This design comes from an exercise in tuning for small area and a short achievable clock period on the open sky130 flow, not from production work. In this exercise RTL edits were held to simulation tests only and were not proved equivalent to the original. Power and IR drop assume default switching activity.

## the reference run
==> flow/design.v (excerpt) <==
module datapath (clk, writenum, readnum, write, datapath_in, vsel, loada, loadb, loadc, shift, asel, bsel, ALUop, loads, Z_out, datapath_out);
  input write, clk, loada, loadb, loadc, asel, bsel, loads, vsel;
  input [1:0] ALUop, shift;
  input [2:0] writenum, readnum;
  input [15:0] datapath_in;
  output reg Z_out;
  output reg [15:0] datapath_out;
  reg  [15:0] aloaded, in;
  wire [15:0] data_in, data_out, cn;
  wire sn;
  assign data_in = vsel ? datapath_in : datapath_out;
  regfile REGFILE(data_in, writenum, write, readnum, clk, data_out);
  always_ff @(posedge clk) if (loada) aloaded <= data_out;
  always_ff @(posedge clk) if (loadb) in <= data_out;
  ALU alu(aloaded, in, datapath_out, Z_out, datapath_in[4:0], shift, asel, bsel, ALUop,
          loadc, loads, cn, sn);
  always_ff @(posedge clk) Z_out <= sn;
  always_ff @(posedge clk) datapath_out <= cn;
endmodule
export LEC_CHECK = 0
export CAP_MARGIN = 20
export CORE_MARGIN = 2
export CORE_UTILIZATION = 60
export SETUP_SLACK_MARGIN = 2.9
export SLEW_MARGIN = 20
export SYNTH_HIERARCHICAL = 1
export SYNTH_MINIMUM_KEEP_SIZE = 0
create_clock -name core_clock -period 5.5 [get_ports {clk}]
standard.sh (not shown) runs the stock make flow with config.mk's settings and CLKGATE_MAP_FILE= SYNTH_SCRIPT=/design/flow/synth_recipe.tcl, a recipe that flattens the netlist after the stock synthesis.
==> flow/flow/run.sh <==
#!/bin/bash
# The standard layout (standard.sh), with two changes:
# - every input and output port is buffered by a buf_4 cell instead of the
#   buffer the resizer picks by default;
# - mux4_1 joins the platform's don't-use cells, so the resizer keeps the
#   smaller mux4_2 that synthesis chose (mux4_1 is the larger of the two).
set -euo pipefail
bash standard.sh 'BUFFER_PORTS_ARGS=-buffer_cell sky130_fd_sc_hd__buf_4' \
  'DONT_USE_CELLS=sky130_fd_sc_hd__probe_p_8 sky130_fd_sc_hd__probec_p_8 sky130_fd_sc_hd__lpflow_bleeder_1 sky130_fd_sc_hd__lpflow_clkbufkapwr_1 sky130_fd_sc_hd__lpflow_clkbufkapwr_16 sky130_fd_sc_hd__lpflow_clkbufkapwr_2 sky130_fd_sc_hd__lpflow_clkbufkapwr_4 sky130_fd_sc_hd__lpflow_clkbufkapwr_8 sky130_fd_sc_hd__lpflow_clkinvkapwr_1 sky130_fd_sc_hd__lpflow_clkinvkapwr_16 sky130_fd_sc_hd__lpflow_clkinvkapwr_2 sky130_fd_sc_hd__lpflow_clkinvkapwr_4 sky130_fd_sc_hd__lpflow_clkinvkapwr_8 sky130_fd_sc_hd__lpflow_decapkapwr_12 sky130_fd_sc_hd__lpflow_decapkapwr_3 sky130_fd_sc_hd__lpflow_decapkapwr_4 sky130_fd_sc_hd__lpflow_decapkapwr_6 sky130_fd_sc_hd__lpflow_decapkapwr_8 sky130_fd_sc_hd__lpflow_inputiso0n_1 sky130_fd_sc_hd__lpflow_inputiso0p_1 sky130_fd_sc_hd__lpflow_inputiso1n_1 sky130_fd_sc_hd__lpflow_inputiso1p_1 sky130_fd_sc_hd__lpflow_inputisolatch_1 sky130_fd_sc_hd__lpflow_isobufsrc_1 sky130_fd_sc_hd__lpflow_isobufsrc_16 sky130_fd_sc_hd__lpflow_isobufsrc_2 sky130_fd_sc_hd__lpflow_isobufsrc_4 sky130_fd_sc_hd__lpflow_isobufsrc_8 sky130_fd_sc_hd__lpflow_isobufsrckapwr_16 sky130_fd_sc_hd__lpflow_lsbuf_lh_hl_isowell_tap_1 sky130_fd_sc_hd__lpflow_lsbuf_lh_hl_isowell_tap_2 sky130_fd_sc_hd__lpflow_lsbuf_lh_hl_isowell_tap_4 sky130_fd_sc_hd__lpflow_lsbuf_lh_isowell_4 sky130_fd_sc_hd__lpflow_lsbuf_lh_isowell_tap_1 sky130_fd_sc_hd__lpflow_lsbuf_lh_isowell_tap_2 sky130_fd_sc_hd__lpflow_lsbuf_lh_isowell_tap_4 sky130_fd_sc_hd__mux4_1' finish > make.log 2>&1
Relative to the reference run, the following input files were edited for the trial run:
- putting CTS_BUF_LIST at sky130_fd_sc_hd__clkbuf_4 sky130_fd_sc_hd__clkbuf_8 where nothing was set
==> flow/flow/run.sh <==
#!/bin/bash
# The standard layout (standard.sh), with every input and output port
# buffered by a buf_4 cell instead of the buffer the resizer picks by default.
set -euo pipefail
bash standard.sh 'BUFFER_PORTS_ARGS=-buffer_cell sky130_fd_sc_hd__buf_4' finish > make.log 2>&1
[summary]
Summary — clock power share, the trial run relative to the reference run: lower, by 5.1 points.
Compared with the reference run, in the trial run die footprint rose 120 µm², number of buffers added for setup after CTS -6, post-layout net count comparable, half-perimeter wire length after placement rose 1.8%.

==> re-timing with driven ports <==
Ports are ideal in the flow. The routed layouts listed here were re-timed in OpenROAD.
Step 1: set_driving_cell puts a clkbuf_16 on clk and a buf_2 on each other input, an assumption about the parent block.
Step 2, shift: input delay + t, output delay - t, t = (earliest + latest rising clock arrival at the registers) / 2. This alone moves slack from input paths to output paths.
Three values: ideal ports, drivers, drivers and shift; two values: the first two.
run	t (ns)	setup WS [ns]	worst hold slack (ns)	worst setup path at the end
the reference run	0.459	2.868 / 2.768 / 2.309	0.466 / 0.466 / 0.466	input to register
the trial run	0.493	2.952 / 2.810 / 2.317	0.506 / 0.506 / 0.506	input to register
After both steps setup and hold are still met in every run listed. The setup slack of the trial run, which loses most, moves by -0.142 ns with the drivers and by -0.635 ns with both steps.
